This design comes from an exercise in tuning for small area and a short achievable clock period on the open sky130 flow, not from production work.
The RTL was checked by simulation tests, not by an equivalence proof against the original design.
Power figures rest on the tool's default switching activity, not on a simulated workload.

Setup of willow:
// CPU
module CPU(
  input clk,
  input reset,
  input [18:0] instruction,
  output reg [18:0] r3,
  output [14:0] Pc
);
  localparam T1 = 6;
  localparam T2 = 13;
  localparam R2 = 4;
  reg [14:0] Pc_register;
  reg [14:0] Link_register;
  assign Pc = Pc_register;
  wire [14:0] Pc_next = Pc_register + 15'd1;
  reg [4:0] If_Id_Opcode;
  reg [7:0] If_Id_rs1, If_Id_rs2;
  reg [2:0] If_Id_rd;
  reg [14:0] If_Id_Pc1;
  always @(posedge clk) begin
    If_Id_Opcode <= instruction[18:14];
    If_Id_rs1 <= 8'b1 << instruction[14:12];
    If_Id_rs2 <= 8'b1 << instruction[11:9];
    If_Id_rd <= instruction[8:6];
    If_Id_Pc1 <= Pc_next;
  end
  wire [4:0] id_op = If_Id_Opcode;
  reg [2:0] Memory_Wb_rd;
  reg Memory_Wb_write;
  wire [18:0] A, B;
  RegisterFile register_file(
    .clk(clk),
    .reset(reset),
    .r1(If_Id_rs1),
    .r2(If_Id_rs2),
    .r3(Memory_Wb_rd),
    .write_data(r3),
    .register_write(Memory_Wb_write),
    .read_data1(A),
    .read_data2(B)
  );
  wire id_register_write, id_div, id_load, id_store, id_sel_res, id_branch, id_jump, id_call, id_ret;
  ControlUnit control(
    .Opcode(id_op),
    .register_write(id_register_write),
    .is_div(id_div),
    .is_load(id_load),
    .is_store(id_store),
    .sel_res(id_sel_res),
    .branch(id_branch),
    .jump(id_jump),
    .call(id_call),
    .ret(id_ret)
  );
  wire [18:0] id_res;
  ArithmeticLU alu(.r1(A), .r2(B), .Opcode(id_op), .r3(id_res));
  ...
For scale: ~770 flip-flops, roughly 55 I/O pins, roughly 46000 sq um of cells after synthesis.
Settings: LEC_CHECK=0, CAP_MARGIN=20, CORE_MARGIN=2, CORE_UTILIZATION=40, SLEW_MARGIN=20; clock period 36.0 ns.
run.sh (not shown) runs the stock make flow with config.mk's settings and CLKGATE_MAP_FILE= SYNTH_SCRIPT=/design/flow/synth_recipe.tcl, a recipe that flattens the netlist after the stock synthesis.
Setup changes, willow to raven
==> flow/flow/run.sh (new file) <==
#!/bin/bash
# Standard ORFS layout (the standard.sh, standard synthesis unchanged), with
# two changes to how the layout is made:
#  - port buffers are buf_2 cells instead of the resizer's default delay cells;
#  - timing repair aims for the slack the design can reach at its real speed
#    (a setup margin), so it upsizes the slowest paths.
# The clock period, I/O delays and loads are the design's (constraint.sdc).
set -euo pipefail
export BUFFER_PORTS_ARGS="-buffer_cell sky130_fd_sc_hd__buf_2"
export SETUP_SLACK_MARGIN=27.5
bash standard.sh > standard.log 2>&1
==> flow/standard.sh (new file) <==
#!/bin/bash
# synth_recipe.tcl (not shown) runs the flow's synth.tcl, then flattens the netlist and writes it again
# the make line also repeats each setting of config.mk as NAME=value (left out here)
make -C /OpenROAD-flow-scripts/flow DESIGN_CONFIG=/design/flow/config.mk WORK_HOME=/design/flow/orfs CLKGATE_MAP_FILE= SYNTH_SCRIPT=/design/flow/synth_recipe.tcl "${@:-finish}"
removed: flow/run.sh
[summary]
[compare] base=willow new=raven: required time of the critical path rose by 0.26 ns; slew at the pin with the worst max-slew slack increased 0.0072 ns.
Global routing met1 resource utilization was lower in the run labelled willow.
On worst-path maximum fanout: raven sits below willow.
willow vs raven, start point of the critical path: Ex_Memory_B[2]$_DFF_P_ vs Id_Ex_B3[0]$_DFF_P_

== the reference run ==
CPU, a different RTL version from the one above (not shown whole).
Size in the first run: roughly 720 flip-flops.
export LEC_CHECK = 0
export ABC_AREA = 1
export CAP_MARGIN = 20
export CORE_MARGIN = 2
export CORE_UTILIZATION = 55
export CTS_BUF_LIST = sky130_fd_sc_hd__clkbuf_4 sky130_fd_sc_hd__clkbuf_8
export PLACE_DENSITY = 0.7
export SLEW_MARGIN = 20
export TNS_END_PERCENT = 1
create_clock -name core_clock -period 36.0 [get_ports {clk}]
standard.sh (not shown) runs the stock make flow with config.mk's settings and CLKGATE_MAP_FILE= SYNTH_SCRIPT=/design/flow/synth_recipe.tcl, a recipe that flattens the netlist after the stock synthesis.
==> flow/flow/run.sh <==
#!/bin/bash
# Standard ORFS layout (the standard.sh, standard synthesis unchanged), with
# two changes to how the layout is made:
#  - port buffers are buf_2 cells instead of the resizer's default delay cells;
#  - timing repair aims for the slack the design can reach at its real speed
#    (a setup margin), so it upsizes the slowest paths.
# The clock period, I/O delays and loads are the design's (constraint.sdc).
set -euo pipefail
export BUFFER_PORTS_ARGS="-buffer_cell sky130_fd_sc_hd__buf_2"
export SETUP_SLACK_MARGIN=27.5
bash standard.sh > standard.log 2>&1
The reference run went all the way through synthesis, placement and routing and the layout is clean on timing, DRC and antenna.
What the trial run does differently from the reference run at the input level:
# the reference run
export LEC_CHECK = 0
export ABC_AREA = 1
export CAP_MARGIN = 20
export CORE_MARGIN = 2
export CORE_UTILIZATION = 55
export CTS_BUF_LIST = sky130_fd_sc_hd__clkbuf_4 sky130_fd_sc_hd__clkbuf_8
export PLACE_DENSITY = 0.7
export SLEW_MARGIN = 20
export TNS_END_PERCENT = 1
create_clock -name core_clock -period 36.0 [get_ports {clk}]
# the trial run
export LEC_CHECK = 0
export ABC_AREA = 1
export CAP_MARGIN = 20
export CORE_MARGIN = 2
export CORE_UTILIZATION = 55
export CTS_BUF_LIST = sky130_fd_sc_hd__clkbuf_4 sky130_fd_sc_hd__clkbuf_8
export PLACE_DENSITY = 0.7
export SLEW_MARGIN = 20
export TNS_END_PERCENT = 10
create_clock -name core_clock -period 36.0 [get_ports {clk}]
Findings:
- Compared the trial run against the reference run; first-pass GRT wire length within noise.
- Cmp the trial run and the reference run / wire length the detailed router placed on met1 / lower: the trial run
- Net count reported at finish of the reference run is on par with the trial run.
- As far as post-synthesis share of cell area spent on and, or, nand and nor gates goes, the trial run and the reference run are indistinguishable; the numbers are identical.

## before
CPU, a different RTL version from the one above (not shown whole).
For scale: ~720 flip-flops, ~55 I/O pins, ~0.043 mm^2 of cells after synthesis.
Settings: LEC_CHECK=0, ABC_AREA=1, CAP_MARGIN=20, CORE_MARGIN=2, CORE_UTILIZATION=55, CTS_BUF_LIST=sky130_fd_sc_hd__clkbuf_4 sky130_fd_sc_hd__clkbuf_8, PLACE_DENSITY=0.7, SLEW_MARGIN=20; clock period 36.0 ns.
Scripts as last shown in full above: flow/flow/run.sh
Input-level comparison between after and before:
-- flow/flow/run.sh --
<<< before, line 8
set -euo pipefail
export BUFFER_PORTS_ARGS="-buffer_cell sky130_fd_sc_hd__buf_2"
export SETUP_SLACK_MARGIN=27.5
bash standard.sh > standard.log 2>&1
>>> after, line 8
set -euo pipefail
export BUFFER_PORTS_ARGS="-buffer_cell sky130_fd_sc_hd__buf_2"
export SETUP_SLACK_MARGIN=27.0
bash standard.sh > standard.log 2>&1
Results
Compared with before, critical path depth in cells in after increased by more than 10%. From before to after the numbers moved as follows: final worst setup slack -0.27 ns, clock network power share +1.0 points, upper clock frequency limit -about 3%, post-route clock period utilization +0.76 points, post-CTS setup buffer count -101. Against before as the reference, after delivers a lower total power. Placeable core area: after vs before identical. For the number of standard cells in the layout, taps in and fillers out, after came in 178 lower than before did. Wire length of the first global-routing pass: higher on before.

CPU, a different RTL version from the one above (not shown whole).
Size: roughly 5000 cells after synthesis, about 720 flip-flops, about 55 I/O pins, roughly 43000 um2 of cells after synthesis.
Design CPU, start of the top module:
module CPU(
  input clk,
  input reset,
  input [18:0] instruction,
  output reg [18:0] r3,
  output [14:0] Pc
);
export LEC_CHECK = 0
export ABC_AREA = 1
export CAP_MARGIN = 20
export CORE_MARGIN = 2
export CORE_UTILIZATION = 55
export CTS_BUF_LIST = sky130_fd_sc_hd__clkbuf_4 sky130_fd_sc_hd__clkbuf_8
export PLACE_DENSITY = 0.7
export SLEW_MARGIN = 20
export TNS_END_PERCENT = 10
create_clock -name core_clock -period 36.0 [get_ports {clk}]
==> flow/flow/run.sh <==
#!/bin/bash
# Standard ORFS layout (the standard.sh, standard synthesis unchanged), with
# two changes to how the layout is made:
#  - port buffers are buf_2 cells instead of the resizer's default delay cells;
#  - timing repair aims for the slack the design can reach at its real speed
#    (a setup margin), so it upsizes the slowest paths.
# The clock period, I/O delays and loads are the design's (constraint.sdc).
set -euo pipefail
export BUFFER_PORTS_ARGS="-buffer_cell sky130_fd_sc_hd__buf_2"
export SETUP_SLACK_MARGIN=27.5
bash standard.sh > standard.log 2>&1
Then changed:
Settings changed: CORE_UTILIZATION 55 to 65, CTS_CLUSTER_DIAMETER set to 80, CTS_CLUSTER_SIZE set to 12, PLACE_DENSITY 0.7 to 0.8.
Via count goes up slightly.
Cell area goes down by a few percent.
Power came out lower by a few percent.

## build 13
Another version of the RTL of CPU (not shown whole).
Size in the first run: ~5,100 cells after synthesis, ~55 I/O pins.
Settings: LEC_CHECK=0, ABC_AREA=1, CAP_MARGIN=20, CORE_MARGIN=2, CORE_UTILIZATION=65, CTS_BUF_LIST=sky130_fd_sc_hd__clkbuf_16, CTS_CLUSTER_DIAMETER=80, CTS_CLUSTER_SIZE=20, PLACE_DENSITY=0.8, SLEW_MARGIN=20, TNS_END_PERCENT=10; clock period 36.0 ns.
Scripts as last shown in full above: flow/flow/run.sh
Build 13 | status: complete | timing, DRC, antenna: pass
The following lists how build 45 was set up differently from build 13:
- changing CTS_CLUSTER_SIZE from 20 to 12
- changing CTS_BUF_LIST from sky130_fd_sc_hd__clkbuf_16 to sky130_fd_sc_hd__clkbuf_4 sky130_fd_sc_hd__clkbuf_8
==> run notes <==
- Summary of build 45 over build 13: static leakage power held steady, via count saw little to no change.
- Comparing build 45 and build 13, the higher depth of the worst register-to-register path is on build 13.
- On layout overhead on the synthesized area, build 45 and build 13 are basically level.
- Diff build 45..build 13 | proportion of power drawn by flip-flops and latches | negligible
- Changes observed in build 45 relative to build 13: global-route wire length before repair was more or less identical, switching component of the power went down by 0.0000074 W.
- Delta (build 45 minus build 13): logic gate share of total power barely changed; total power flat.
- Build 13 reports its highest-delay cell along the critical path as sky130_fd_sc_hd__dfxtp_1 while build 45 reports sky130_fd_sc_hd__dfxtp_2.
What build 26 does differently from build 45 at the input level:
- a change of CTS_CLUSTER_SIZE from 12 to 14
- a change of CTS_CLUSTER_DIAMETER from 80 to 100
Build 26 | stages: all done | timing, DRC, antenna: all pass. As far as final instance area is concerned, build 45 and build 26 perform about the same. | wire length of the first global-routing pass | build 45 vs build 26 | ≈ equal |. On final period demand of the worst path: build 26 sits below build 45. Cmp build 26 vs build 45: final cycle utilization of the critical path lower in build 26. Between build 45 and build 26, the critical path required time does not differ in any meaningful way. Between build 26 and build 45, it is build 26 whose part of the power in the clock network is lower, by 1.0 points.

static timing again, ports no longer ideal:
The flow's constraints put no driver on any port. The routed layouts listed below were extracted and timed again, unchanged, in two steps.
Step 1, drivers: a clkbuf_16 drives clk and a buf_2 each remaining input, both assumed.
Step 2 moves the port delays by t, midway between the first and last clock arrival at a register: inputs arrive t later, outputs are due t later. That takes back most of the time a late clock gives input paths.
Three values: no drivers, after step 1, after step 2; two values: the first two.
run	t, ns	setup slack, ns	worst register clock-pin slew, ns	worst slew at a driven data input, ns	cell pins on the clock port's net
willow	0.726	23.863 / 23.863 / 23.863	0.08 / 0.08	0.04	1
raven	0.736	27.143 / 27.143 / 27.143	0.07 / 0.07	0.05	1
the reference run	0.783	27.482 / 27.418 / 27.964	0.08 / 0.08	0.04	1
the trial run	0.780	27.482 / 27.419 / 27.959	0.08 / 0.08	0.04	1
before	0.800	27.289 / 27.289 / 27.289	0.10 / 0.10	0.05	1
after	0.800	27.016 / 27.016 / 27.016	0.08 / 0.08	0.05	1
the first run of note 4	0.796	27.452 / 27.387 / 27.866	0.08 / 0.08	0.03	1
the second run of note 4	0.744	27.423 / 27.359 / 27.898	0.09 / 0.09	0.03	1
build 13	0.674	27.370 / 27.300 / 27.974	0.09 / 0.09	0.03	1
build 45	0.746	27.420 / 27.356 / 27.963	0.09 / 0.09	0.03	1
build 26	0.757	27.475 / 27.407 / 27.958	0.11 / 0.11	0.03	1
After both steps setup and hold are still met in every run listed. The worst setup slack also covers recovery checks on asynchronous resets.
